Source: an optimization exercise on an open RTL-to-GDS flow (aim: small area and a short achievable clock period). Production flows keep margins and buffers that such runs may drop. Function was not checked in any run shown here: the RTL went through the layout flow alone.

[design.v]
`timescale 1ns/1ps
module mul_pipe_single #(
  parameter XLEN    = 32,
  parameter RD_BITS = 5,
  parameter TAG_W   = 4
) (
  input  wire                 clk,
  input  wire                 rst,
  input  wire                 EX_mul,
  input  wire [XLEN-1:0]      EX_mul_a,
  input  wire [XLEN-1:0]      EX_mul_b,
  input  wire [RD_BITS-1:0]   EX_mul_rd,
  input  wire [TAG_W-1:0]     EX_mul_tag,
  input  wire                 MEM_we,     
  input  wire                 MEM_jlx,    
  output wire                 mul_result_valid,
  output wire [XLEN-1:0]      mul_result,
  output wire [RD_BITS-1:0]   mul_rd,           
  output wire [TAG_W-1:0]     mul_result_tag,   
  output wire                 mul_busy,
  output wire [RD_BITS-1:0]   mul_busy_rd,
  output wire [TAG_W-1:0]     mul_busy_tag,
  output wire                 mul_wb_conflict_stall,
  output wire                 mul_issue_stall
);
  reg  [2:0]         cnt;
  reg  [31:0]        a;
  reg  [31:0]        pb;      
  reg                bprev;   
  reg  [23:0]        acc;
  reg  [RD_BITS-1:0] rd;
  reg  [TAG_W-1:0]   tag;
  wire idle  = (cnt == 3'd0);
  wire valid = (cnt == 3'd5);
  assign mul_busy         = !idle;
  assign mul_result_valid = valid;
  assign mul_result       = valid ? pb  : 32'd0;
  assign mul_rd           = valid ? rd  : {RD_BITS{1'b0}};
  assign mul_result_tag   = valid ? tag : {TAG_W{1'b0}};
  assign mul_busy_rd      = mul_rd;
  assign mul_busy_tag     = mul_result_tag;
  assign mul_wb_conflict_stall = valid && (MEM_we || MEM_jlx);
  assign mul_issue_stall       = EX_mul && !idle;
  wire [8:0]  bw = {pb[7:0], bprev};
  wire [31:0] sa, sb, x;
  wire one1;
  wire two2;
  wire neg3;
  wire one4;
  wire two5;
  wire neg6;
  wire one7;
  wire two8;
  wire neg9;
  wire one10;
  wire two11;
  wire neg12;
  wire pp13;
  wire pp14;
  wire pp15;
  wire pp16;
  wire pp17;
  wire pp18;
  wire pp19;
  wire pp20;
  wire pp21;
  wire pp22;
  wire pp23;
  wire pp24;
  wire pp25;
  wire pp26;
  wire pp27;
  wire pp28;
  wire pp29;
  wire pp30;
  wire pp31;
  wire pp32;
  wire pp33;
  wire pp34;
  wire pp35;
  wire pp36;
  wire pp37;
  wire pp38;
  wire pp39;
  wire pp40;
  wire pp41;
  wire pp42;
  wire pp43;
  wire pp44;
  wire pp45;
  wire pp46;
  wire pp47;
  wire pp48;
  wire pp49;
  wire pp50;
  wire pp51;
  wire pp52;
  wire pp53;
  wire pp54;
  wire pp55;
  wire pp56;
  wire pp57;
  wire pp58;
  wire pp59;
  wire pp60;
  wire pp61;
  wire pp62;
  wire pp63;
  wire pp64;
  wire pp65;
  wire pp66;
  wire pp67;
  wire pp68;
  wire pp69;
  wire pp70;
  wire pp71;
  wire pp72;
  wire pp73;
  wire pp74;
  wire pp75;
  wire pp76;
  wire pp77;
  wire pp78;
  wire pp79;
  wire pp80;
  wire pp81;
  wire pp82;
  wire pp83;
  wire pp84;
  wire pp85;
  wire pp86;
  wire pp87;
  wire pp88;
  wire pp89;
  wire pp90;
  wire pp91;
  wire pp92;
  wire pp93;
  wire pp94;
  wire pp95;
  wire pp96;
  wire pp97;
  wire pp98;
  wire pp99;
  wire pp100;
  wire pp101;
  wire pp102;
  wire pp103;
  wire pp104;
  wire pp105;
  wire pp106;
  wire pp107;
  wire pp108;
  wire pp109;
  wire pp110;
  wire pp111;
  wire pp112;
  wire pp113;
  wire pp114;
  wire pp115;
  wire pp116;
  wire pp117;
  wire pp118;
  wire pp119;
  wire pp120;
  wire pp121;
  wire pp122;
  wire pp123;
  wire pp124;
  wire pp125;
  wire pp126;
  wire pp127;
  wire pp128;
  wire s129;
  wire c130;
  wire s131;
  wire c132;
  wire s133;
  wire c134;
  wire s135;
  wire c136;
  wire s137;
  wire c138;
  wire s139;
  wire c140;
  wire s141;
  wire c142;
  wire s143;
  wire c144;
  wire s145;
  wire c146;
  wire s147;
  wire c148;
  wire s149;
  wire c150;
  wire s151;
  wire c152;
  wire s153;
  wire c154;
  wire s155;
  wire c156;
  wire s157;
  wire c158;
  wire s159;
  wire c160;
  wire s161;
  wire c162;
  wire s163;
  wire c164;
  wire s165;
  wire c166;
  wire s167;
  wire c168;
  wire s169;
  wire c170;
  wire s171;
  wire c172;
  wire s173;
  wire c174;
  wire s175;
  wire c176;
  wire s177;
  wire c178;
  wire s179;
  wire c180;
  wire s181;
  wire c182;
  wire s183;
  wire c184;
  wire s185;
  wire c186;
  wire s187;
  wire c188;
  wire s189;
  wire c190;
  wire s191;
  wire c192;
  wire s193;
  wire c194;
  wire s195;
  wire c196;
  wire s197;
  wire c198;
  wire s199;
  wire c200;
  wire s201;
  wire c202;
  wire s203;
  wire c204;
  wire s205;
  wire c206;
  wire s207;
  wire c208;
  wire s209;
  wire c210;
  wire s211;
  wire c212;
  wire s213;
  wire c214;
  wire s215;
  wire c216;
  wire s217;
  wire c218;
  wire s219;
  wire c220;
  wire s221;
  wire c222;
  wire s223;
  wire c224;
  wire s225;
  wire c226;
  wire s227;
  wire c228;
  wire s229;
  wire c230;
  wire s231;
  wire c232;
  wire s233;
  wire c234;
  wire s235;
  wire c236;
  wire s237;
  wire c238;
  wire s239;
  wire c240;
  wire s241;
  wire c242;
  wire s243;
  wire c244;
  wire s245;
  wire c246;
  wire s247;
  wire c248;
  wire s249;
  wire c250;
  wire s251;
  wire c252;
  wire s253;
  wire c254;
  wire s255;
  wire c256;
  wire s257;
  wire c258;
  wire s259;
  wire c260;
  wire s261;
  wire c262;
  wire s263;
  wire c264;
  wire s265;
  wire c266;
  wire s267;
  wire c268;
  wire s269;
  wire c270;
  wire s271;
  wire c272;
  wire s273;
  wire c274;
  wire s275;
  wire c276;
  wire s277;
  wire c278;
  wire s279;
  wire c280;
  wire s281;
  wire c282;
  wire s283;
  wire c284;
  wire s285;
  wire c286;
  wire s287;
  wire c288;
  wire s289;
  wire c290;
  wire s291;
  wire c292;
  wire s293;
  wire c294;
  wire s295;
  wire c296;
  wire s297;
  wire c298;
  wire s299;
  wire c300;
  wire s301;
  wire c302;
  wire s303;
  wire c304;
  wire s305;
  wire c306;
  wire s307;
  wire c308;
  wire s309;
  wire c310;
  wire s311;
  wire c312;
  wire s313;
  wire c314;
  wire s315;
  wire c316;
  wire s317;
  wire c318;
  wire s319;
  wire c320;
  wire s321;
  wire c322;
  wire s323;
  wire c324;
  wire s325;
  wire c326;
  wire s327;
  wire c328;
  wire s329;
  wire c330;
  wire s331;
  wire c332;
  wire s333;
  wire c334;
  wire s335;
  wire c336;
  wire s337;
  wire c338;
  wire s339;
  wire c340;
  wire s341;
  wire c342;
  wire s343;
  wire c344;
  wire g345;
  wire p346;
  wire g347;
  wire p348;
  wire g349;
  wire p350;
  wire g351;
  wire p352;
  wire g353;
  wire p354;
  wire g355;
  wire p356;
  wire g357;
  wire p358;
  wire g359;
  wire p360;
  wire g361;
  wire p362;
  wire g363;
  wire p364;
  wire g365;
  wire p366;
  wire g367;
  wire p368;
  wire g369;
  wire p370;
  wire g371;
  wire p372;
  wire g373;
  wire p374;
  wire g375;
  wire p376;
  wire g377;
  wire p378;
  wire g379;
  wire p380;
  wire g381;
  wire p382;
  wire g383;
  wire p384;
  wire g385;
  wire p386;
  wire g387;
  wire p388;
  wire g389;
  wire p390;
  wire g391;
  wire p392;
  wire g393;
  wire p394;
  wire g395;
  wire p396;
  wire g397;
  wire p398;
  wire g399;
  wire p400;
  wire g401;
  wire p402;
  wire g403;
  wire p404;
  wire g405;
  wire p406;
  wire g407;
  wire p408;
  wire g409;
  wire p410;
  wire g411;
  wire p412;
  wire g413;
  wire p414;
  wire g415;
  wire p416;
  wire g417;
  wire p418;
  wire g419;
  wire p420;
  wire g421;
  wire p422;
  wire g423;
  wire p424;
  wire g425;
  wire p426;
  wire g427;
  wire p428;
  wire g429;
  wire p430;
  wire g431;
  wire p432;
  wire g433;
  wire p434;
  wire g435;
  wire p436;
  wire g437;
  wire p438;
  wire g439;
  wire p440;
  wire g441;
  wire p442;
  wire g443;
  wire p444;
  wire g445;
  wire p446;
  wire g447;
  wire p448;
  wire g449;
  wire p450;
  wire g451;
  wire p452;
  wire g453;
  wire p454;
  wire g455;
  wire p456;
  wire g457;
  wire p458;
  wire g459;
  wire p460;
  wire g461;
  wire p462;
  wire g463;
  wire p464;
  wire g465;
  wire p466;
  wire g467;
  wire p468;
  wire g469;
  wire p470;
  wire g471;
  wire p472;
  wire g473;
  wire p474;
  wire g475;
  wire p476;
  wire g477;
  wire p478;
  wire g479;
  wire p480;
  wire g481;
  wire p482;
  wire g483;
  wire p484;
  wire g485;
  wire p486;
  wire g487;
  wire p488;
  wire g489;
  wire p490;
  wire g491;
  wire p492;
  wire g493;
  wire p494;
  wire g495;
  wire p496;
  wire g497;
  wire p498;
  wire g499;
  wire p500;
  wire g501;
  wire p502;
  wire g503;
  wire p504;
  wire g505;
  wire p506;
  wire g507;
  wire p508;
  wire g509;
  wire p510;
  wire g511;
  wire p512;
  wire g513;
  wire p514;
  wire g515;
  wire p516;
  wire g517;
  wire p518;
  wire g519;
  wire p520;
  wire g521;
  wire p522;
  wire g523;
  wire p524;
  wire g525;
  wire p526;
  wire g527;
  wire p528;
  wire g529;
  wire p530;
  wire g531;
  wire p532;
  wire g533;
  wire p534;
  wire g535;
  wire p536;
  wire g537;
  wire p538;
  wire g539;
  wire p540;
  wire g541;
  wire p542;
  wire g543;
  wire p544;
  wire g545;
  wire p546;
  wire g547;
  wire p548;
  wire g549;
  wire p550;
  wire g551;
  wire p552;
  wire g553;
  wire p554;
  wire g555;
  wire p556;
  wire g557;
  wire p558;
  wire g559;
  wire p560;
  wire g561;
  wire p562;
  wire g563;
  wire p564;
  wire g565;
  wire p566;
  wire g567;
  wire p568;
  assign one1 = bw[0] ^ bw[1];
  assign two2 = (bw[2] & ~bw[1] & ~bw[0]) | (~bw[2] & bw[1] & bw[0]);
  assign neg3 = bw[2];
  assign one4 = bw[2] ^ bw[3];
  assign two5 = (bw[4] & ~bw[3] & ~bw[2]) | (~bw[4] & bw[3] & bw[2]);
  assign neg6 = bw[4];
  assign one7 = bw[4] ^ bw[5];
  assign two8 = (bw[6] & ~bw[5] & ~bw[4]) | (~bw[6] & bw[5] & bw[4]);
  assign neg9 = bw[6];
  assign one10 = bw[6] ^ bw[7];
  assign two11 = (bw[8] & ~bw[7] & ~bw[6]) | (~bw[8] & bw[7] & bw[6]);
  assign neg12 = bw[8];
  assign pp13 = (one1 & a[0]) ^ neg3;
  assign pp14 = ((one1 & a[1]) | (two2 & a[0])) ^ neg3;
  assign pp15 = ((one1 & a[2]) | (two2 & a[1])) ^ neg3;
  assign pp16 = ((one1 & a[3]) | (two2 & a[2])) ^ neg3;
  assign pp17 = ((one1 & a[4]) | (two2 & a[3])) ^ neg3;
  assign pp18 = ((one1 & a[5]) | (two2 & a[4])) ^ neg3;
  assign pp19 = ((one1 & a[6]) | (two2 & a[5])) ^ neg3;
  assign pp20 = ((one1 & a[7]) | (two2 & a[6])) ^ neg3;
  assign pp21 = ((one1 & a[8]) | (two2 & a[7])) ^ neg3;
  assign pp22 = ((one1 & a[9]) | (two2 & a[8])) ^ neg3;
  assign pp23 = ((one1 & a[10]) | (two2 & a[9])) ^ neg3;
  assign pp24 = ((one1 & a[11]) | (two2 & a[10])) ^ neg3;
  assign pp25 = ((one1 & a[12]) | (two2 & a[11])) ^ neg3;
  assign pp26 = ((one1 & a[13]) | (two2 & a[12])) ^ neg3;
  assign pp27 = ((one1 & a[14]) | (two2 & a[13])) ^ neg3;
  assign pp28 = ((one1 & a[15]) | (two2 & a[14])) ^ neg3;
  assign pp29 = ((one1 & a[16]) | (two2 & a[15])) ^ neg3;
  assign pp30 = ((one1 & a[17]) | (two2 & a[16])) ^ neg3;
  assign pp31 = ((one1 & a[18]) | (two2 & a[17])) ^ neg3;
  assign pp32 = ((one1 & a[19]) | (two2 & a[18])) ^ neg3;
  assign pp33 = ((one1 & a[20]) | (two2 & a[19])) ^ neg3;
  assign pp34 = ((one1 & a[21]) | (two2 & a[20])) ^ neg3;
  assign pp35 = ((one1 & a[22]) | (two2 & a[21])) ^ neg3;
  assign pp36 = ((one1 & a[23]) | (two2 & a[22])) ^ neg3;
  assign pp37 = ((one1 & a[24]) | (two2 & a[23])) ^ neg3;
  assign pp38 = ((one1 & a[25]) | (two2 & a[24])) ^ neg3;
  assign pp39 = ((one1 & a[26]) | (two2 & a[25])) ^ neg3;
  assign pp40 = ((one1 & a[27]) | (two2 & a[26])) ^ neg3;
  assign pp41 = ((one1 & a[28]) | (two2 & a[27])) ^ neg3;
  assign pp42 = ((one1 & a[29]) | (two2 & a[28])) ^ neg3;
  assign pp43 = ((one1 & a[30]) | (two2 & a[29])) ^ neg3;
  assign pp44 = ((one1 & a[31]) | (two2 & a[30])) ^ neg3;
  assign pp45 = (one4 & a[0]) ^ neg6;
  assign pp46 = ((one4 & a[1]) | (two5 & a[0])) ^ neg6;
  assign pp47 = ((one4 & a[2]) | (two5 & a[1])) ^ neg6;
  assign pp48 = ((one4 & a[3]) | (two5 & a[2])) ^ neg6;
  assign pp49 = ((one4 & a[4]) | (two5 & a[3])) ^ neg6;
  assign pp50 = ((one4 & a[5]) | (two5 & a[4])) ^ neg6;
  assign pp51 = ((one4 & a[6]) | (two5 & a[5])) ^ neg6;
  assign pp52 = ((one4 & a[7]) | (two5 & a[6])) ^ neg6;
  assign pp53 = ((one4 & a[8]) | (two5 & a[7])) ^ neg6;
  assign pp54 = ((one4 & a[9]) | (two5 & a[8])) ^ neg6;
  assign pp55 = ((one4 & a[10]) | (two5 & a[9])) ^ neg6;
  assign pp56 = ((one4 & a[11]) | (two5 & a[10])) ^ neg6;
  assign pp57 = ((one4 & a[12]) | (two5 & a[11])) ^ neg6;
  assign pp58 = ((one4 & a[13]) | (two5 & a[12])) ^ neg6;
  assign pp59 = ((one4 & a[14]) | (two5 & a[13])) ^ neg6;
  assign pp60 = ((one4 & a[15]) | (two5 & a[14])) ^ neg6;
  assign pp61 = ((one4 & a[16]) | (two5 & a[15])) ^ neg6;
  assign pp62 = ((one4 & a[17]) | (two5 & a[16])) ^ neg6;
  assign pp63 = ((one4 & a[18]) | (two5 & a[17])) ^ neg6;
  assign pp64 = ((one4 & a[19]) | (two5 & a[18])) ^ neg6;
  assign pp65 = ((one4 & a[20]) | (two5 & a[19])) ^ neg6;
  assign pp66 = ((one4 & a[21]) | (two5 & a[20])) ^ neg6;
  assign pp67 = ((one4 & a[22]) | (two5 & a[21])) ^ neg6;
  assign pp68 = ((one4 & a[23]) | (two5 & a[22])) ^ neg6;
  assign pp69 = ((one4 & a[24]) | (two5 & a[23])) ^ neg6;
  assign pp70 = ((one4 & a[25]) | (two5 & a[24])) ^ neg6;
  assign pp71 = ((one4 & a[26]) | (two5 & a[25])) ^ neg6;
  assign pp72 = ((one4 & a[27]) | (two5 & a[26])) ^ neg6;
  assign pp73 = ((one4 & a[28]) | (two5 & a[27])) ^ neg6;
  assign pp74 = ((one4 & a[29]) | (two5 & a[28])) ^ neg6;
  assign pp75 = (one7 & a[0]) ^ neg9;
  assign pp76 = ((one7 & a[1]) | (two8 & a[0])) ^ neg9;
  assign pp77 = ((one7 & a[2]) | (two8 & a[1])) ^ neg9;
  assign pp78 = ((one7 & a[3]) | (two8 & a[2])) ^ neg9;
  assign pp79 = ((one7 & a[4]) | (two8 & a[3])) ^ neg9;
  assign pp80 = ((one7 & a[5]) | (two8 & a[4])) ^ neg9;
  assign pp81 = ((one7 & a[6]) | (two8 & a[5])) ^ neg9;
  assign pp82 = ((one7 & a[7]) | (two8 & a[6])) ^ neg9;
  assign pp83 = ((one7 & a[8]) | (two8 & a[7])) ^ neg9;
  assign pp84 = ((one7 & a[9]) | (two8 & a[8])) ^ neg9;
  assign pp85 = ((one7 & a[10]) | (two8 & a[9])) ^ neg9;
  assign pp86 = ((one7 & a[11]) | (two8 & a[10])) ^ neg9;
  assign pp87 = ((one7 & a[12]) | (two8 & a[11])) ^ neg9;
  assign pp88 = ((one7 & a[13]) | (two8 & a[12])) ^ neg9;
  assign pp89 = ((one7 & a[14]) | (two8 & a[13])) ^ neg9;
  assign pp90 = ((one7 & a[15]) | (two8 & a[14])) ^ neg9;
  assign pp91 = ((one7 & a[16]) | (two8 & a[15])) ^ neg9;
  assign pp92 = ((one7 & a[17]) | (two8 & a[16])) ^ neg9;
  assign pp93 = ((one7 & a[18]) | (two8 & a[17])) ^ neg9;
  assign pp94 = ((one7 & a[19]) | (two8 & a[18])) ^ neg9;
  assign pp95 = ((one7 & a[20]) | (two8 & a[19])) ^ neg9;
  assign pp96 = ((one7 & a[21]) | (two8 & a[20])) ^ neg9;
  assign pp97 = ((one7 & a[22]) | (two8 & a[21])) ^ neg9;
  assign pp98 = ((one7 & a[23]) | (two8 & a[22])) ^ neg9;
  assign pp99 = ((one7 & a[24]) | (two8 & a[23])) ^ neg9;
  assign pp100 = ((one7 & a[25]) | (two8 & a[24])) ^ neg9;
  assign pp101 = ((one7 & a[26]) | (two8 & a[25])) ^ neg9;
  assign pp102 = ((one7 & a[27]) | (two8 & a[26])) ^ neg9;
  assign pp103 = (one10 & a[0]) ^ neg12;
  assign pp104 = ((one10 & a[1]) | (two11 & a[0])) ^ neg12;
  assign pp105 = ((one10 & a[2]) | (two11 & a[1])) ^ neg12;
  assign pp106 = ((one10 & a[3]) | (two11 & a[2])) ^ neg12;
  assign pp107 = ((one10 & a[4]) | (two11 & a[3])) ^ neg12;
  assign pp108 = ((one10 & a[5]) | (two11 & a[4])) ^ neg12;
  assign pp109 = ((one10 & a[6]) | (two11 & a[5])) ^ neg12;
  assign pp110 = ((one10 & a[7]) | (two11 & a[6])) ^ neg12;
  assign pp111 = ((one10 & a[8]) | (two11 & a[7])) ^ neg12;
  assign pp112 = ((one10 & a[9]) | (two11 & a[8])) ^ neg12;
  assign pp113 = ((one10 & a[10]) | (two11 & a[9])) ^ neg12;
  assign pp114 = ((one10 & a[11]) | (two11 & a[10])) ^ neg12;
  assign pp115 = ((one10 & a[12]) | (two11 & a[11])) ^ neg12;
  assign pp116 = ((one10 & a[13]) | (two11 & a[12])) ^ neg12;
  assign pp117 = ((one10 & a[14]) | (two11 & a[13])) ^ neg12;
  assign pp118 = ((one10 & a[15]) | (two11 & a[14])) ^ neg12;
  assign pp119 = ((one10 & a[16]) | (two11 & a[15])) ^ neg12;
  assign pp120 = ((one10 & a[17]) | (two11 & a[16])) ^ neg12;
  assign pp121 = ((one10 & a[18]) | (two11 & a[17])) ^ neg12;
  assign pp122 = ((one10 & a[19]) | (two11 & a[18])) ^ neg12;
  assign pp123 = ((one10 & a[20]) | (two11 & a[19])) ^ neg12;
  assign pp124 = ((one10 & a[21]) | (two11 & a[20])) ^ neg12;
  assign pp125 = ((one10 & a[22]) | (two11 & a[21])) ^ neg12;
  assign pp126 = ((one10 & a[23]) | (two11 & a[22])) ^ neg12;
  assign pp127 = ((one10 & a[24]) | (two11 & a[23])) ^ neg12;
  assign pp128 = ((one10 & a[25]) | (two11 & a[24])) ^ neg12;
  assign s129 = acc[4] ^ pp17;
  assign c130 = acc[4] & pp17;
  assign s131 = acc[5] ^ pp18;
  assign c132 = acc[5] & pp18;
  assign s133 = acc[6] ^ pp19 ^ pp49;
  assign c134 = (acc[6] & pp19) | (acc[6] & pp49) | (pp19 & pp49);
  assign s135 = pp77 ^ pp103;
  assign c136 = pp77 & pp103;
  assign s137 = acc[7] ^ pp20 ^ pp50;
  assign c138 = (acc[7] & pp20) | (acc[7] & pp50) | (pp20 & pp50);
  assign s139 = pp78 ^ pp104;
  assign c140 = pp78 & pp104;
  assign s141 = acc[8] ^ pp21 ^ pp51;
  assign c142 = (acc[8] & pp21) | (acc[8] & pp51) | (pp21 & pp51);
  assign s143 = pp79 ^ pp105;
  assign c144 = pp79 & pp105;
  assign s145 = acc[9] ^ pp22 ^ pp52;
  assign c146 = (acc[9] & pp22) | (acc[9] & pp52) | (pp22 & pp52);
  assign s147 = pp80 ^ pp106;
  assign c148 = pp80 & pp106;
  assign s149 = acc[10] ^ pp23 ^ pp53;
  assign c150 = (acc[10] & pp23) | (acc[10] & pp53) | (pp23 & pp53);
  assign s151 = pp81 ^ pp107;
  assign c152 = pp81 & pp107;
  assign s153 = acc[11] ^ pp24 ^ pp54;
  assign c154 = (acc[11] & pp24) | (acc[11] & pp54) | (pp24 & pp54);
  assign s155 = pp82 ^ pp108;
  assign c156 = pp82 & pp108;
  assign s157 = acc[12] ^ pp25 ^ pp55;
  assign c158 = (acc[12] & pp25) | (acc[12] & pp55) | (pp25 & pp55);
  assign s159 = pp83 ^ pp109;
  assign c160 = pp83 & pp109;
  assign s161 = acc[13] ^ pp26 ^ pp56;
  assign c162 = (acc[13] & pp26) | (acc[13] & pp56) | (pp26 & pp56);
  assign s163 = pp84 ^ pp110;
  assign c164 = pp84 & pp110;
  assign s165 = acc[14] ^ pp27 ^ pp57;
  assign c166 = (acc[14] & pp27) | (acc[14] & pp57) | (pp27 & pp57);
  assign s167 = pp85 ^ pp111;
  assign c168 = pp85 & pp111;
  assign s169 = acc[15] ^ pp28 ^ pp58;
  assign c170 = (acc[15] & pp28) | (acc[15] & pp58) | (pp28 & pp58);
  assign s171 = pp86 ^ pp112;
  assign c172 = pp86 & pp112;
  assign s173 = acc[16] ^ pp29 ^ pp59;
  assign c174 = (acc[16] & pp29) | (acc[16] & pp59) | (pp29 & pp59);
  assign s175 = pp87 ^ pp113;
  assign c176 = pp87 & pp113;
  assign s177 = acc[17] ^ pp30 ^ pp60;
  assign c178 = (acc[17] & pp30) | (acc[17] & pp60) | (pp30 & pp60);
  assign s179 = pp88 ^ pp114;
  assign c180 = pp88 & pp114;
  assign s181 = acc[18] ^ pp31 ^ pp61;
  assign c182 = (acc[18] & pp31) | (acc[18] & pp61) | (pp31 & pp61);
  assign s183 = pp89 ^ pp115;
  assign c184 = pp89 & pp115;
  assign s185 = acc[19] ^ pp32 ^ pp62;
  assign c186 = (acc[19] & pp32) | (acc[19] & pp62) | (pp32 & pp62);
  assign s187 = pp90 ^ pp116;
  assign c188 = pp90 & pp116;
  assign s189 = acc[20] ^ pp33 ^ pp63;
  assign c190 = (acc[20] & pp33) | (acc[20] & pp63) | (pp33 & pp63);
  assign s191 = pp91 ^ pp117;
  assign c192 = pp91 & pp117;
  assign s193 = acc[21] ^ pp34 ^ pp64;
  assign c194 = (acc[21] & pp34) | (acc[21] & pp64) | (pp34 & pp64);
  assign s195 = pp92 ^ pp118;
  assign c196 = pp92 & pp118;
  assign s197 = acc[22] ^ pp35 ^ pp65;
  assign c198 = (acc[22] & pp35) | (acc[22] & pp65) | (pp35 & pp65);
  assign s199 = pp93 ^ pp119;
  assign c200 = pp93 & pp119;
  assign s201 = acc[23] ^ pp36 ^ pp66;
  assign c202 = (acc[23] & pp36) | (acc[23] & pp66) | (pp36 & pp66);
  assign s203 = pp94 ^ pp120;
  assign c204 = pp94 & pp120;
  assign s205 = pp37 ^ pp67 ^ pp95;
  assign c206 = (pp37 & pp67) | (pp37 & pp95) | (pp67 & pp95);
  assign s207 = pp38 ^ pp68;
  assign c208 = pp38 & pp68;
  assign s209 = pp39 ^ pp69;
  assign c210 = pp39 & pp69;
  assign s211 = pp40 ^ pp70;
  assign c212 = pp40 & pp70;
  assign s213 = pp41 ^ pp71;
  assign c214 = pp41 & pp71;
  assign s215 = pp42 ^ pp72;
  assign c216 = pp42 & pp72;
  assign s217 = pp43 ^ pp73;
  assign c218 = pp43 & pp73;
  assign s219 = pp44 ^ pp74;
  assign c220 = pp44 & pp74;
  assign s221 = acc[2] ^ pp15;
  assign c222 = acc[2] & pp15;
  assign s223 = acc[3] ^ pp16;
  assign c224 = acc[3] & pp16;
  assign s225 = pp47 ^ pp75 ^ neg9;
  assign c226 = (pp47 & pp75) | (pp47 & neg9) | (pp75 & neg9);
  assign s227 = pp48 ^ pp76 ^ s131;
  assign c228 = (pp48 & pp76) | (pp48 & s131) | (pp76 & s131);
  assign s229 = neg12 ^ s133 ^ s135;
  assign c230 = (neg12 & s133) | (neg12 & s135) | (s133 & s135);
  assign s231 = s137 ^ s139 ^ c134;
  assign c232 = (s137 & s139) | (s137 & c134) | (s139 & c134);
  assign s233 = s141 ^ s143 ^ c138;
  assign c234 = (s141 & s143) | (s141 & c138) | (s143 & c138);
  assign s235 = s145 ^ s147 ^ c142;
  assign c236 = (s145 & s147) | (s145 & c142) | (s147 & c142);
  assign s237 = s149 ^ s151 ^ c146;
  assign c238 = (s149 & s151) | (s149 & c146) | (s151 & c146);
  assign s239 = s153 ^ s155 ^ c150;
  assign c240 = (s153 & s155) | (s153 & c150) | (s155 & c150);
  assign s241 = s157 ^ s159 ^ c154;
  assign c242 = (s157 & s159) | (s157 & c154) | (s159 & c154);
  assign s243 = s161 ^ s163 ^ c158;
  assign c244 = (s161 & s163) | (s161 & c158) | (s163 & c158);
  assign s245 = s165 ^ s167 ^ c162;
  assign c246 = (s165 & s167) | (s165 & c162) | (s167 & c162);
  assign s247 = s169 ^ s171 ^ c166;
  assign c248 = (s169 & s171) | (s169 & c166) | (s171 & c166);
  assign s249 = s173 ^ s175 ^ c170;
  assign c250 = (s173 & s175) | (s173 & c170) | (s175 & c170);
  assign s251 = s177 ^ s179 ^ c174;
  assign c252 = (s177 & s179) | (s177 & c174) | (s179 & c174);
  assign s253 = s181 ^ s183 ^ c178;
  assign c254 = (s181 & s183) | (s181 & c178) | (s183 & c178);
  assign s255 = s185 ^ s187 ^ c182;
  assign c256 = (s185 & s187) | (s185 & c182) | (s187 & c182);
  assign s257 = s189 ^ s191 ^ c186;
  assign c258 = (s189 & s191) | (s189 & c186) | (s191 & c186);
  assign s259 = s193 ^ s195 ^ c190;
  assign c260 = (s193 & s195) | (s193 & c190) | (s195 & c190);
  assign s261 = s197 ^ s199 ^ c194;
  assign c262 = (s197 & s199) | (s197 & c194) | (s199 & c194);
  assign s263 = s201 ^ s203 ^ c198;
  assign c264 = (s201 & s203) | (s201 & c198) | (s203 & c198);
  assign s265 = pp121 ^ s205 ^ c202;
  assign c266 = (pp121 & s205) | (pp121 & c202) | (s205 & c202);
  assign s267 = pp96 ^ pp122 ^ s207;
  assign c268 = (pp96 & pp122) | (pp96 & s207) | (pp122 & s207);
  assign s269 = pp97 ^ pp123 ^ s209;
  assign c270 = (pp97 & pp123) | (pp97 & s209) | (pp123 & s209);
  assign s271 = pp98 ^ pp124 ^ s211;
  assign c272 = (pp98 & pp124) | (pp98 & s211) | (pp124 & s211);
  assign s273 = pp99 ^ pp125 ^ s213;
  assign c274 = (pp99 & pp125) | (pp99 & s213) | (pp125 & s213);
  assign s275 = pp100 ^ pp126 ^ s215;
  assign c276 = (pp100 & pp126) | (pp100 & s215) | (pp126 & s215);
  assign s277 = pp101 ^ pp127 ^ s217;
  assign c278 = (pp101 & pp127) | (pp101 & s217) | (pp127 & s217);
  assign s279 = pp102 ^ pp128 ^ s219;
  assign c280 = (pp102 & pp128) | (pp102 & s219) | (pp128 & s219);
  assign s281 = acc[0] ^ pp13;
  assign c282 = acc[0] & pp13;
  assign s283 = acc[1] ^ pp14;
  assign c284 = acc[1] & pp14;
  assign s285 = pp45 ^ neg6 ^ s221;
  assign c286 = (pp45 & neg6) | (pp45 & s221) | (neg6 & s221);
  assign s287 = pp46 ^ s223 ^ c222;
  assign c288 = (pp46 & s223) | (pp46 & c222) | (s223 & c222);
  assign s289 = s129 ^ s225 ^ c224;
  assign c290 = (s129 & s225) | (s129 & c224) | (s225 & c224);
  assign s291 = c130 ^ s227 ^ c226;
  assign c292 = (c130 & s227) | (c130 & c226) | (s227 & c226);
  assign s293 = c132 ^ s229 ^ c228;
  assign c294 = (c132 & s229) | (c132 & c228) | (s229 & c228);
  assign s295 = c136 ^ s231 ^ c230;
  assign c296 = (c136 & s231) | (c136 & c230) | (s231 & c230);
  assign s297 = c140 ^ s233 ^ c232;
  assign c298 = (c140 & s233) | (c140 & c232) | (s233 & c232);
  assign s299 = c144 ^ s235 ^ c234;
  assign c300 = (c144 & s235) | (c144 & c234) | (s235 & c234);
  assign s301 = c148 ^ s237 ^ c236;
  assign c302 = (c148 & s237) | (c148 & c236) | (s237 & c236);
  assign s303 = c152 ^ s239 ^ c238;
  assign c304 = (c152 & s239) | (c152 & c238) | (s239 & c238);
  assign s305 = c156 ^ s241 ^ c240;
  assign c306 = (c156 & s241) | (c156 & c240) | (s241 & c240);
  assign s307 = c160 ^ s243 ^ c242;
  assign c308 = (c160 & s243) | (c160 & c242) | (s243 & c242);
  assign s309 = c164 ^ s245 ^ c244;
  assign c310 = (c164 & s245) | (c164 & c244) | (s245 & c244);
  assign s311 = c168 ^ s247 ^ c246;
  assign c312 = (c168 & s247) | (c168 & c246) | (s247 & c246);
  assign s313 = c172 ^ s249 ^ c248;
  assign c314 = (c172 & s249) | (c172 & c248) | (s249 & c248);
  assign s315 = c176 ^ s251 ^ c250;
  assign c316 = (c176 & s251) | (c176 & c250) | (s251 & c250);
  assign s317 = c180 ^ s253 ^ c252;
  assign c318 = (c180 & s253) | (c180 & c252) | (s253 & c252);
  assign s319 = c184 ^ s255 ^ c254;
  assign c320 = (c184 & s255) | (c184 & c254) | (s255 & c254);
  assign s321 = c188 ^ s257 ^ c256;
  assign c322 = (c188 & s257) | (c188 & c256) | (s257 & c256);
  assign s323 = c192 ^ s259 ^ c258;
  assign c324 = (c192 & s259) | (c192 & c258) | (s259 & c258);
  assign s325 = c196 ^ s261 ^ c260;
  assign c326 = (c196 & s261) | (c196 & c260) | (s261 & c260);
  assign s327 = c200 ^ s263 ^ c262;
  assign c328 = (c200 & s263) | (c200 & c262) | (s263 & c262);
  assign s329 = c204 ^ s265 ^ c264;
  assign c330 = (c204 & s265) | (c204 & c264) | (s265 & c264);
  assign s331 = c206 ^ s267 ^ c266;
  assign c332 = (c206 & s267) | (c206 & c266) | (s267 & c266);
  assign s333 = c208 ^ s269 ^ c268;
  assign c334 = (c208 & s269) | (c208 & c268) | (s269 & c268);
  assign s335 = c210 ^ s271 ^ c270;
  assign c336 = (c210 & s271) | (c210 & c270) | (s271 & c270);
  assign s337 = c212 ^ s273 ^ c272;
  assign c338 = (c212 & s273) | (c212 & c272) | (s273 & c272);
  assign s339 = c214 ^ s275 ^ c274;
  assign c340 = (c214 & s275) | (c214 & c274) | (s275 & c274);
  assign s341 = c216 ^ s277 ^ c276;
  assign c342 = (c216 & s277) | (c216 & c276) | (s277 & c276);
  assign s343 = c218 ^ s279 ^ c278;
  assign c344 = (c218 & s279) | (c218 & c278) | (s279 & c278);
  assign sa = {s343, s341, s339, s337, s335, s333, s331, s329, s327, s325, s323, s321, s319, s317, s315, s313, s311, s309, s307, s305, s303, s301, s299, s297, s295, s293, s291, s289, s287, s285, s283, neg3};
  assign sb = {c342, c340, c338, c336, c334, c332, c330, c328, c326, c324, c322, c320, c318, c316, c314, c312, c310, c308, c306, c304, c302, c300, c298, c296, c294, c292, c290, c288, c286, c284, c282, s281};
  assign g345 = (sa[0] & sb[0]);
  assign p346 = (sa[0] ^ sb[0]);
  assign g347 = (sa[1] & sb[1]);
  assign p348 = (sa[1] ^ sb[1]);
  assign g349 = (sa[2] & sb[2]);
  assign p350 = (sa[2] ^ sb[2]);
  assign g351 = (sa[3] & sb[3]);
  assign p352 = (sa[3] ^ sb[3]);
  assign g353 = (sa[4] & sb[4]);
  assign p354 = (sa[4] ^ sb[4]);
  assign g355 = (sa[5] & sb[5]);
  assign p356 = (sa[5] ^ sb[5]);
  assign g357 = (sa[6] & sb[6]);
  assign p358 = (sa[6] ^ sb[6]);
  assign g359 = (sa[7] & sb[7]);
  assign p360 = (sa[7] ^ sb[7]);
  assign g361 = (sa[8] & sb[8]);
  assign p362 = (sa[8] ^ sb[8]);
  assign g363 = (sa[9] & sb[9]);
  assign p364 = (sa[9] ^ sb[9]);
  assign g365 = (sa[10] & sb[10]);
  assign p366 = (sa[10] ^ sb[10]);
  assign g367 = (sa[11] & sb[11]);
  assign p368 = (sa[11] ^ sb[11]);
  assign g369 = (sa[12] & sb[12]);
  assign p370 = (sa[12] ^ sb[12]);
  assign g371 = (sa[13] & sb[13]);
  assign p372 = (sa[13] ^ sb[13]);
  assign g373 = (sa[14] & sb[14]);
  assign p374 = (sa[14] ^ sb[14]);
  assign g375 = (sa[15] & sb[15]);
  assign p376 = (sa[15] ^ sb[15]);
  assign g377 = (sa[16] & sb[16]);
  assign p378 = (sa[16] ^ sb[16]);
  assign g379 = (sa[17] & sb[17]);
  assign p380 = (sa[17] ^ sb[17]);
  assign g381 = (sa[18] & sb[18]);
  assign p382 = (sa[18] ^ sb[18]);
  assign g383 = (sa[19] & sb[19]);
  assign p384 = (sa[19] ^ sb[19]);
  assign g385 = (sa[20] & sb[20]);
  assign p386 = (sa[20] ^ sb[20]);
  assign g387 = (sa[21] & sb[21]);
  assign p388 = (sa[21] ^ sb[21]);
  assign g389 = (sa[22] & sb[22]);
  assign p390 = (sa[22] ^ sb[22]);
  assign g391 = (sa[23] & sb[23]);
  assign p392 = (sa[23] ^ sb[23]);
  assign g393 = (sa[24] & sb[24]);
  assign p394 = (sa[24] ^ sb[24]);
  assign g395 = (sa[25] & sb[25]);
  assign p396 = (sa[25] ^ sb[25]);
  assign g397 = (sa[26] & sb[26]);
  assign p398 = (sa[26] ^ sb[26]);
  assign g399 = (sa[27] & sb[27]);
  assign p400 = (sa[27] ^ sb[27]);
  assign g401 = (sa[28] & sb[28]);
  assign p402 = (sa[28] ^ sb[28]);
  assign g403 = (sa[29] & sb[29]);
  assign p404 = (sa[29] ^ sb[29]);
  assign g405 = (sa[30] & sb[30]);
  assign p406 = (sa[30] ^ sb[30]);
  assign g407 = (sa[31] & sb[31]);
  assign p408 = (sa[31] ^ sb[31]);
  assign g409 = g347 | (p348 & g345);
  assign p410 = p348 & p346;
  assign g411 = g351 | (p352 & g349);
  assign p412 = p352 & p350;
  assign g413 = g355 | (p356 & g353);
  assign p414 = p356 & p354;
  assign g415 = g359 | (p360 & g357);
  assign p416 = p360 & p358;
  assign g417 = g363 | (p364 & g361);
  assign p418 = p364 & p362;
  assign g419 = g367 | (p368 & g365);
  assign p420 = p368 & p366;
  assign g421 = g371 | (p372 & g369);
  assign p422 = p372 & p370;
  assign g423 = g375 | (p376 & g373);
  assign p424 = p376 & p374;
  assign g425 = g379 | (p380 & g377);
  assign p426 = p380 & p378;
  assign g427 = g383 | (p384 & g381);
  assign p428 = p384 & p382;
  assign g429 = g387 | (p388 & g385);
  assign p430 = p388 & p386;
  assign g431 = g391 | (p392 & g389);
  assign p432 = p392 & p390;
  assign g433 = g395 | (p396 & g393);
  assign p434 = p396 & p394;
  assign g435 = g399 | (p400 & g397);
  assign p436 = p400 & p398;
  assign g437 = g403 | (p404 & g401);
  assign p438 = p404 & p402;
  assign g439 = g407 | (p408 & g405);
  assign p440 = p408 & p406;
  assign g441 = g349 | (p350 & g409);
  assign p442 = p350 & p410;
  assign g443 = g411 | (p412 & g409);
  assign p444 = p412 & p410;
  assign g445 = g357 | (p358 & g413);
  assign p446 = p358 & p414;
  assign g447 = g415 | (p416 & g413);
  assign p448 = p416 & p414;
  assign g449 = g365 | (p366 & g417);
  assign p450 = p366 & p418;
  assign g451 = g419 | (p420 & g417);
  assign p452 = p420 & p418;
  assign g453 = g373 | (p374 & g421);
  assign p454 = p374 & p422;
  assign g455 = g423 | (p424 & g421);
  assign p456 = p424 & p422;
  assign g457 = g381 | (p382 & g425);
  assign p458 = p382 & p426;
  assign g459 = g427 | (p428 & g425);
  assign p460 = p428 & p426;
  assign g461 = g389 | (p390 & g429);
  assign p462 = p390 & p430;
  assign g463 = g431 | (p432 & g429);
  assign p464 = p432 & p430;
  assign g465 = g397 | (p398 & g433);
  assign p466 = p398 & p434;
  assign g467 = g435 | (p436 & g433);
  assign p468 = p436 & p434;
  assign g469 = g405 | (p406 & g437);
  assign p470 = p406 & p438;
  assign g471 = g439 | (p440 & g437);
  assign p472 = p440 & p438;
  assign g473 = g353 | (p354 & g443);
  assign p474 = p354 & p444;
  assign g475 = g413 | (p414 & g443);
  assign p476 = p414 & p444;
  assign g477 = g445 | (p446 & g443);
  assign p478 = p446 & p444;
  assign g479 = g447 | (p448 & g443);
  assign p480 = p448 & p444;
  assign g481 = g369 | (p370 & g451);
  assign p482 = p370 & p452;
  assign g483 = g421 | (p422 & g451);
  assign p484 = p422 & p452;
  assign g485 = g453 | (p454 & g451);
  assign p486 = p454 & p452;
  assign g487 = g455 | (p456 & g451);
  assign p488 = p456 & p452;
  assign g489 = g385 | (p386 & g459);
  assign p490 = p386 & p460;
  assign g491 = g429 | (p430 & g459);
  assign p492 = p430 & p460;
  assign g493 = g461 | (p462 & g459);
  assign p494 = p462 & p460;
  assign g495 = g463 | (p464 & g459);
  assign p496 = p464 & p460;
  assign g497 = g401 | (p402 & g467);
  assign p498 = p402 & p468;
  assign g499 = g437 | (p438 & g467);
  assign p500 = p438 & p468;
  assign g501 = g469 | (p470 & g467);
  assign p502 = p470 & p468;
  assign g503 = g471 | (p472 & g467);
  assign p504 = p472 & p468;
  assign g505 = g361 | (p362 & g479);
  assign p506 = p362 & p480;
  assign g507 = g417 | (p418 & g479);
  assign p508 = p418 & p480;
  assign g509 = g449 | (p450 & g479);
  assign p510 = p450 & p480;
  assign g511 = g451 | (p452 & g479);
  assign p512 = p452 & p480;
  assign g513 = g481 | (p482 & g479);
  assign p514 = p482 & p480;
  assign g515 = g483 | (p484 & g479);
  assign p516 = p484 & p480;
  assign g517 = g485 | (p486 & g479);
  assign p518 = p486 & p480;
  assign g519 = g487 | (p488 & g479);
  assign p520 = p488 & p480;
  assign g521 = g393 | (p394 & g495);
  assign p522 = p394 & p496;
  assign g523 = g433 | (p434 & g495);
  assign p524 = p434 & p496;
  assign g525 = g465 | (p466 & g495);
  assign p526 = p466 & p496;
  assign g527 = g467 | (p468 & g495);
  assign p528 = p468 & p496;
  assign g529 = g497 | (p498 & g495);
  assign p530 = p498 & p496;
  assign g531 = g499 | (p500 & g495);
  assign p532 = p500 & p496;
  assign g533 = g501 | (p502 & g495);
  assign p534 = p502 & p496;
  assign g535 = g503 | (p504 & g495);
  assign p536 = p504 & p496;
  assign g537 = g377 | (p378 & g519);
  assign p538 = p378 & p520;
  assign g539 = g425 | (p426 & g519);
  assign p540 = p426 & p520;
  assign g541 = g457 | (p458 & g519);
  assign p542 = p458 & p520;
  assign g543 = g459 | (p460 & g519);
  assign p544 = p460 & p520;
  assign g545 = g489 | (p490 & g519);
  assign p546 = p490 & p520;
  assign g547 = g491 | (p492 & g519);
  assign p548 = p492 & p520;
  assign g549 = g493 | (p494 & g519);
  assign p550 = p494 & p520;
  assign g551 = g495 | (p496 & g519);
  assign p552 = p496 & p520;
  assign g553 = g521 | (p522 & g519);
  assign p554 = p522 & p520;
  assign g555 = g523 | (p524 & g519);
  assign p556 = p524 & p520;
  assign g557 = g525 | (p526 & g519);
  assign p558 = p526 & p520;
  assign g559 = g527 | (p528 & g519);
  assign p560 = p528 & p520;
  assign g561 = g529 | (p530 & g519);
  assign p562 = p530 & p520;
  assign g563 = g531 | (p532 & g519);
  assign p564 = p532 & p520;
  assign g565 = g533 | (p534 & g519);
  assign p566 = p534 & p520;
  assign g567 = g535 | (p536 & g519);
  assign p568 = p536 & p520;
  assign x[0] = p346 ^ 1'b0;
  assign x[1] = p348 ^ g345;
  assign x[2] = p350 ^ g409;
  assign x[3] = p352 ^ g441;
  assign x[4] = p354 ^ g443;
  assign x[5] = p356 ^ g473;
  assign x[6] = p358 ^ g475;
  assign x[7] = p360 ^ g477;
  assign x[8] = p362 ^ g479;
  assign x[9] = p364 ^ g505;
  assign x[10] = p366 ^ g507;
  assign x[11] = p368 ^ g509;
  assign x[12] = p370 ^ g511;
  assign x[13] = p372 ^ g513;
  assign x[14] = p374 ^ g515;
  assign x[15] = p376 ^ g517;
  assign x[16] = p378 ^ g519;
  assign x[17] = p380 ^ g537;
  assign x[18] = p382 ^ g539;
  assign x[19] = p384 ^ g541;
  assign x[20] = p386 ^ g543;
  assign x[21] = p388 ^ g545;
  assign x[22] = p390 ^ g547;
  assign x[23] = p392 ^ g549;
  assign x[24] = p394 ^ g551;
  assign x[25] = p396 ^ g553;
  assign x[26] = p398 ^ g555;
  assign x[27] = p400 ^ g557;
  assign x[28] = p402 ^ g559;
  assign x[29] = p404 ^ g561;
  assign x[30] = p406 ^ g563;
  assign x[31] = p408 ^ g565;
  always @(posedge clk) begin
    if (rst) cnt <= 3'd0;
    else if (idle) cnt <= EX_mul ? 3'd1 : 3'd0;
    else if (valid) cnt <= 3'd0;
    else cnt <= cnt + 3'd1;
    if (idle) begin
      a     <= EX_mul_a;
      pb    <= EX_mul_b;
      rd    <= EX_mul_rd;
      tag   <= EX_mul_tag;
      bprev <= 1'b0;
      acc   <= 24'd0;
    end else begin
      pb    <= {x[7:0], pb[31:8]};
      bprev <= pb[7];
      acc   <= x[31:8];
    end
  end
endmodule
[run.sh]
#!/bin/bash
# synth_recipe.tcl (not shown) runs the flow's synth.tcl, then flattens the netlist and writes it again
# the make line also repeats each setting of config.mk as NAME=value (left out here)
make -C /OpenROAD-flow-scripts/flow DESIGN_CONFIG=/design/flow/config.mk WORK_HOME=/design/flow/orfs CLKGATE_MAP_FILE= SYNTH_SCRIPT=/design/flow/synth_recipe.tcl finish
[constraint.sdc]
create_clock -name core_clock -period 10.0 [get_ports {clk}]
set_input_delay 2.0000 -clock core_clock [delete_from_list [all_inputs] [get_ports {clk}]]
set_output_delay 2.0000 -clock core_clock [all_outputs]
set_load 0.01 [all_outputs]
[config.mk]
export PLATFORM = sky130hd
export DESIGN_NAME = mul_pipe_single
export DESIGN_NICKNAME = mul_pipe_single
export VERILOG_FILES = /design/flow/design.v
export SDC_FILE = /design/flow/constraint.sdc
export NUM_CORES = 4
export LEC_CHECK = 0
export CAP_MARGIN = 20
export CORE_MARGIN = 2
export CORE_UTILIZATION = 40
export SLEW_MARGIN = 20
==> results of run 1 <==
==> worst max-delay path, stage by stage (launching register included) <==
cell,delay [ns]
dfxtp_4,0.83
buf_4,0.56
and2_1,0.20
buf_4,0.34
a221oi_1,0.18
fa_1,0.53
inv_1,0.05
fa_1,0.48
inv_1,0.05
fa_1,0.48
ha_1,0.37
a21o_1,0.21
a21oi_1,0.24
o211ai_1,0.39
a21o_1,0.32
nor3_1,0.36
nor4b_1,0.12
nor4_2,0.28
==> layout make-up <==
class | count | area, µm²
clock buffers | 9 | 225
clock inverters | 7 | 81.3
fillers | 2879 | 15500
inverters | 134 | 505
multi-input cells | 1131 | 8110
flip-flops and latches | 101 | 2450
well taps | 384 | 480
repair buffers | 151 | 1460
==> sequential cells by signal, summed over array words and instances, names as in the netlist <==
name,count
a,32
acc,24
bprev,1
cnt,3
pb,32
rd,5
tag,4
==> worst min path at each step <==
| stage | from | to | depth (start not counted) |
|---|---|---|---|
| floorplan | pb[8] | pb[0] | 2 |
| global placement | pb[26] | pb[18] | 2 |
| detailed placement | pb[13] | pb[5] | 2 |
| CTS | pb[26] | pb[18] | 2 |
| global route | pb[26] | pb[18] | 2 |
| finish | pb[26] | pb[18] | 2 |
==> cell usage in the layout, fill, tap and decap left out, types with 41 or more instances in the layout <==
cell type / n
clkdlybuf4s50_1: 131
inv_1: 133
o22ai_1: 77
nor2b_1: 45
maj3_1: 46
nand2_1: 180
edfxtp_1: 41
o21ai_0: 41
a21oi_1: 147
ha_1: 63
fa_1: 78
and3_1: 47
nor2_1: 124
dfxtp_1: 55
a221oi_1: 54
==> metal layers <==
layer  wire length, µm  up-vias
met1             15900     5221
met2             15600      420
met3              2510       43
li1                  -     5332
met4               689        0
met5                 0        -
==> cells by family (layout without fill, tap and decap cells) <==
group                      after synthesis  count (layout)  share of synthesized area
adders and majority gates              187             187                      0.239
buffers and inverters                  314             301                      0.104
AOI/OAI and AO/OA                      444             444                      0.241
DFF                                    101             101                      0.207
muxes                                    4               4                    0.00362
and+or+nand+nor                        467             467                      0.182
xor gates and xnor gates                29              29                     0.0234
==> per-stage QoR <==
stage          instance area [µm²]  instances  hold slack, ns
2_1_floorplan                11700       1546           0.414
5_1_grt                      13300       1917           0.443
4_1_cts                      13300       1917           0.440
3_5_place_dp                 13000       1901           0.429
3_3_place_gp                 13000       1901           0.427
6_report                     13300       1917           0.436
==> impl_metrics.json, run 1 <==
{
  "hp-class": "reg -> reg",
  "r2r_end": "acc[23]",
  "gr-max-usage-layer": "met2",
  "critPathCaptureType": "flop",
  "die_w_um": 175,
  "cts_buffers": 9,
  "synth_ff_type": "dfxtp_1",
  "fmax_ghz": 0.163,
  "synth_common_cells": "180 x nand2_1, 147 x a21oi_1, 143 x clkbuf_1",
  "vias": 11016,
  "synth_top_area_cell": "fa_1",
  "drive_gt1_frac": 0.0326,
  "critPathRequiredTime_ns": 10.27,
  "drv_slew": 0,
  "diodes": 0,
  "drv_cap": 0,
  "cp.arrival_ns": 6.41,
  "yosys_warnings": 1,
  "cts_setup_buffers": 0,
  "crit_path_end": "acc[23]",
  "clk_latency_ns": 0.38,
  "tns_ns": 0,
  "tightest_slew_ns": 1.05,
  "clockRootBuffer": "clkbuf_16",
  "critPathLaunchType": "flop",
  "critPathLaunch": "pb[1]",
  "crit_path_max_fanout": 72,
  "synth_seq_cells": 101,
  "clk_pin_slew_ns": 0.09,
  "core_area_um2": 28800,
  "grt.total_usage": 0.227,
  "rows": 62,
  "status": "finished clean",
  "post-dp-hpwl_um": 23600,
  "met2_usage": 0.359,
  "reg2regPathDepth": 17,
  "grtUsageMet1": 0.317,
  "syn_nets": 1765,
  "dp_slack_ns": 4.02,
  "hold_viol": 0,
  "synthesis.instances": 1546,
  "fin_skew_ns": 0.0178,
  "gp_congestion": 0.878,
  "synth_area_leaders": "fa_1 13%, edfxtp_1 10%, dfxtp_1 10%",
  "vias_per_cell": 5.75,
  "slew_headroom": 0.300,
  "rsz0062_at_grt": "no",
  "clkSinkCount": 101,
  "first_pass_iters": 5,
  "grt_pass1_wl_um": 56300,
  "drc": 0,
  "fin_util": 0.462,
  "die_y_um": 175,
  "io_pins": 132,
  "clock_path_buffers": 2,
  "area_delta_synth_final_pct": 13.3,
  "nNetsFinal": 1747,
  "grt-ovfl-total": 0,
  "synth_top_area_frac": 0.133,
  "holdBufCountCts": 0,
  "crit_type": "reg -> reg",
  "grt_max_degree": 77,
  "cts_tree": "done",
  "ant_nets": 0,
  "drt-total-wl_um": 34700,
  "ys_types": 60,
  "synth_edf_count": 41,
  "h-tree-depth": 3,
  "post_drt_wl_per_cell_um": 18.1,
  "async_flop_share": 0,
  "period_share": 0.614,
  "worst_slack_ns": 3.86,
  "antenna_found_initial": 0,
  "min_period_ns": 6.14,
  "syn-mean-instance-area_um2": 7.60,
  "yosysSeqAreaShare": 0.207,
  "worstReg2RegStart": "pb[1]",
  "setup_viol": 0,
  "grt_pass1_vias": 10253,
  "rrSetupSlack_ns": 3.86,
  "grtUsageMet3": 0.0437,
  "first_iter_violations": 877,
  "ctsResizeCount": 0,
  "synth_area_um2": 11700,
  "yosysMostFrequentCell": "nand2_1",
  "portBuffers": 131,
  "die-area_um2": 30700,
  "floorplan.initialDensity": 0.408
}
==> run 2: changes to the inputs <==
--- a/config.mk
+++ b/config.mk
@@ -8,4 +8,5 @@
 export CAP_MARGIN = 20
 export CORE_MARGIN = 2
 export CORE_UTILIZATION = 40
+export SETUP_SLACK_MARGIN = 5
 export SLEW_MARGIN = 20
==> impl_metrics.json, run 2 <==
{
  "clk_pin_slew_ns": 0.08,
  "layout_common_cells": "176 x nand2_1, 141 x a21oi_1, 133 x inv_1, 129 x clkdlybuf4s50_1, 124 x nor2_1",
  "yosysMostFrequentCell": "nand2_1",
  "critPathCaptureType": "output pin",
  "cts_buffers": 9,
  "syn_nets": 1765,
  "drt-total-wl_um": 39800,
  "first_pass_iters": 6,
  "top_regs": "a: 32 flops, pb: 32 flops, acc: 24 flops",
  "clkSinkCount": 101,
  "cp.arrival_ns": 2.88,
  "drc": 0,
  "period_share": 0.488,
  "synth_ff_type": "dfxtp_1",
  "grt.total_usage": 0.244,
  "yosys_warnings": 1,
  "setup_viol": 0,
  "grt-ovfl-total": 0,
  "io_pins": 132,
  "first_iter_violations": 1141,
  "nNetsFinal": 1836,
  "h-tree-depth": 3,
  "syn-mean-instance-area_um2": 7.60,
  "yosysSeqAreaShare": 0.207,
  "rows": 62,
  "fmax_ghz": 0.205,
  "min_period_ns": 4.88,
  "crit_path_max_fanout": 2,
  "grt_max_degree": 94,
  "rsz0062_at_grt": "yes",
  "floorplan.initialDensity": 0.408,
  "die_y_um": 175,
  "post_drt_wl_per_cell_um": 19.8,
  "drive_gt1_frac": 0.123,
  "synthesis.instances": 1546,
  "ys_types": 60,
  "tightest_slew_ns": 0.873,
  "tns_ns": 0,
  "diodes": 0,
  "dp_slack_ns": 3.69,
  "area_delta_synth_final_pct": 26.5,
  "cts_tree": "done",
  "clock_path_buffers": 2,
  "ant_nets": 0,
  "hold_viol": 0,
  "critPathLaunchType": "input port",
  "die_w_um": 175,
  "synth_area_um2": 11700,
  "synth_top_area_frac": 0.133,
  "synth_top_area_cell": "fa_1",
  "grt_pass1_wl_um": 58900,
  "status": "finished clean",
  "vias_per_cell": 5.84,
  "fin_util": 0.516,
  "core_area_um2": 28800,
  "final_common_cell": "nand2_1",
  "slew_headroom": 0.418,
  "hp-class": "reg -> reg",
  "fin_skew_ns": 0.0184,
  "die-area_um2": 30700,
  "post-dp-hpwl_um": 23700,
  "vias": 11720,
  "synth_common_cells": "180 x nand2_1, 147 x a21oi_1, 143 x clkbuf_1",
  "grt_pass1_vias": 10611,
  "async_flop_share": 0,
  "synth_edf_count": 41,
  "antenna_found_initial": 0,
  "synth_seq_cells": 101,
  "drv_cap": 0,
  "clockRootBuffer": "clkbuf_16",
  "clk_latency_ns": 0.38,
  "drv_slew": 0,
  "gp_congestion": 0.877,
  "worst_slack_ns": 5.12,
  "critPathRequiredTime_ns": 8.00,
  "crit_type": "in -> out",
  "synth_area_leaders": "fa_1 13%, edfxtp_1 10%, dfxtp_1 10%",
  "portBuffers": 131
}
run 2: cell types whose count changed in the layout (fill, tap and decap cells not counted), moves of 6 or more:
cell      previous run  this run
buf_8                0         6
a221oi_2             0        12
buf_12               0        16
a21oi_1            147       141
a21oi_2              0         6
buf_4               20        66
a221oi_1            54        40
ha_1                63        56
run 2: layout make-up:
class,instances,area [µm²]
tap,384,480
fill,2691,13900
sequential,101,2460
inverter,134,508
timing repair buffer,236,2580
multi-input combinational,1135,8510
clock inverter,6,63.8
clock buffer,10,250
run 2: critical path: stages:
cell and delay, ns:
clkdlybuf4s50_1 0.47, and2_1 0.12, dlygate4sd2_1 0.29
run 2: path summary, 6_finish.rpt:
check	from	end	slack (ns)	cells after the start
setup / recovery	EX_mul	mul_issue_stall	5.12	3
hold / removal	pb[11]	pb[3]	0.43	2
setup reg to reg	bprev	acc[9]	5.14	19
hold reg to reg	pb[11]	pb[3]	0.43	2
run 2: cells by family (layout without fill, tap and decap cells):
kind of cell / Yosys count / count (layout) / share of synthesized area
compound gates: 444 / 444 / 0.241
buf+inv: 314 / 386 / 0.104
simple gates: 467 / 471 / 0.182
xor+xnor: 29 / 29 / 0.0234
mux: 4 / 4 / 0.00362
fa+ha+maj: 187 / 187 / 0.239
flops: 101 / 101 / 0.207
run 2: timing repair:
item | in CTS | in global routing
setup endpoints to repair | 28 | 20
cloned | 4 | 6
gates resized for setup | 53 | 68
hold buffers | 0 | 0
pin swaps | 4 | 13
setup buffers | 30 | 49
run 2: per-layer routing:
layer  vias to the layer above  global-route usage  share of wire
li1                       5517                   -              -
met1                      5597               0.331           0.43
met5                         -                   0              0
met2                       552               0.386           0.45
met3                        54              0.0595           0.10
met4                         0              0.0694          0.018
run 2: stage by stage:
stage | std cells | instance area, µm² | hold WS, ns
3_5_place_dp | 1901 | 13000 | 0.419
3_3_place_gp | 1901 | 13000 | 0.418
6_report | 2006 | 14900 | 0.435
5_1_grt | 2006 | 14900 | 0.459
4_1_cts | 1951 | 13900 | 0.438
2_1_floorplan | 1546 | 11700 | 0.414

-- what the ideal ports hide --
Ports are ideal in the flow. The routed layouts listed here were re-timed in OpenROAD.
Step 1 assumes that a clkbuf_16 drives the clock port and a buf_2 every other input.
Step 2 also shifts input and output timing later by t, the mid clock arrival at the registers, as if the neighbouring blocks saw the same clock.
Three values: no drivers, after step 1, after step 2; two values: the first two.
run | t (ns) | setup WS [ns] | worst setup path at the end | cell pins on the clock port's net
run 1 | 0.422 | 3.864 / 3.864 / 3.864 | register to register | 1
run 2 | 0.429 | 5.124 / 5.101 / 5.101 | input to output | 1
After both steps every run listed still meets setup and hold. For run 2, which loses most, drivers alone change the setup slack by -0.023 ns; drivers and shift together by -0.023 ns.
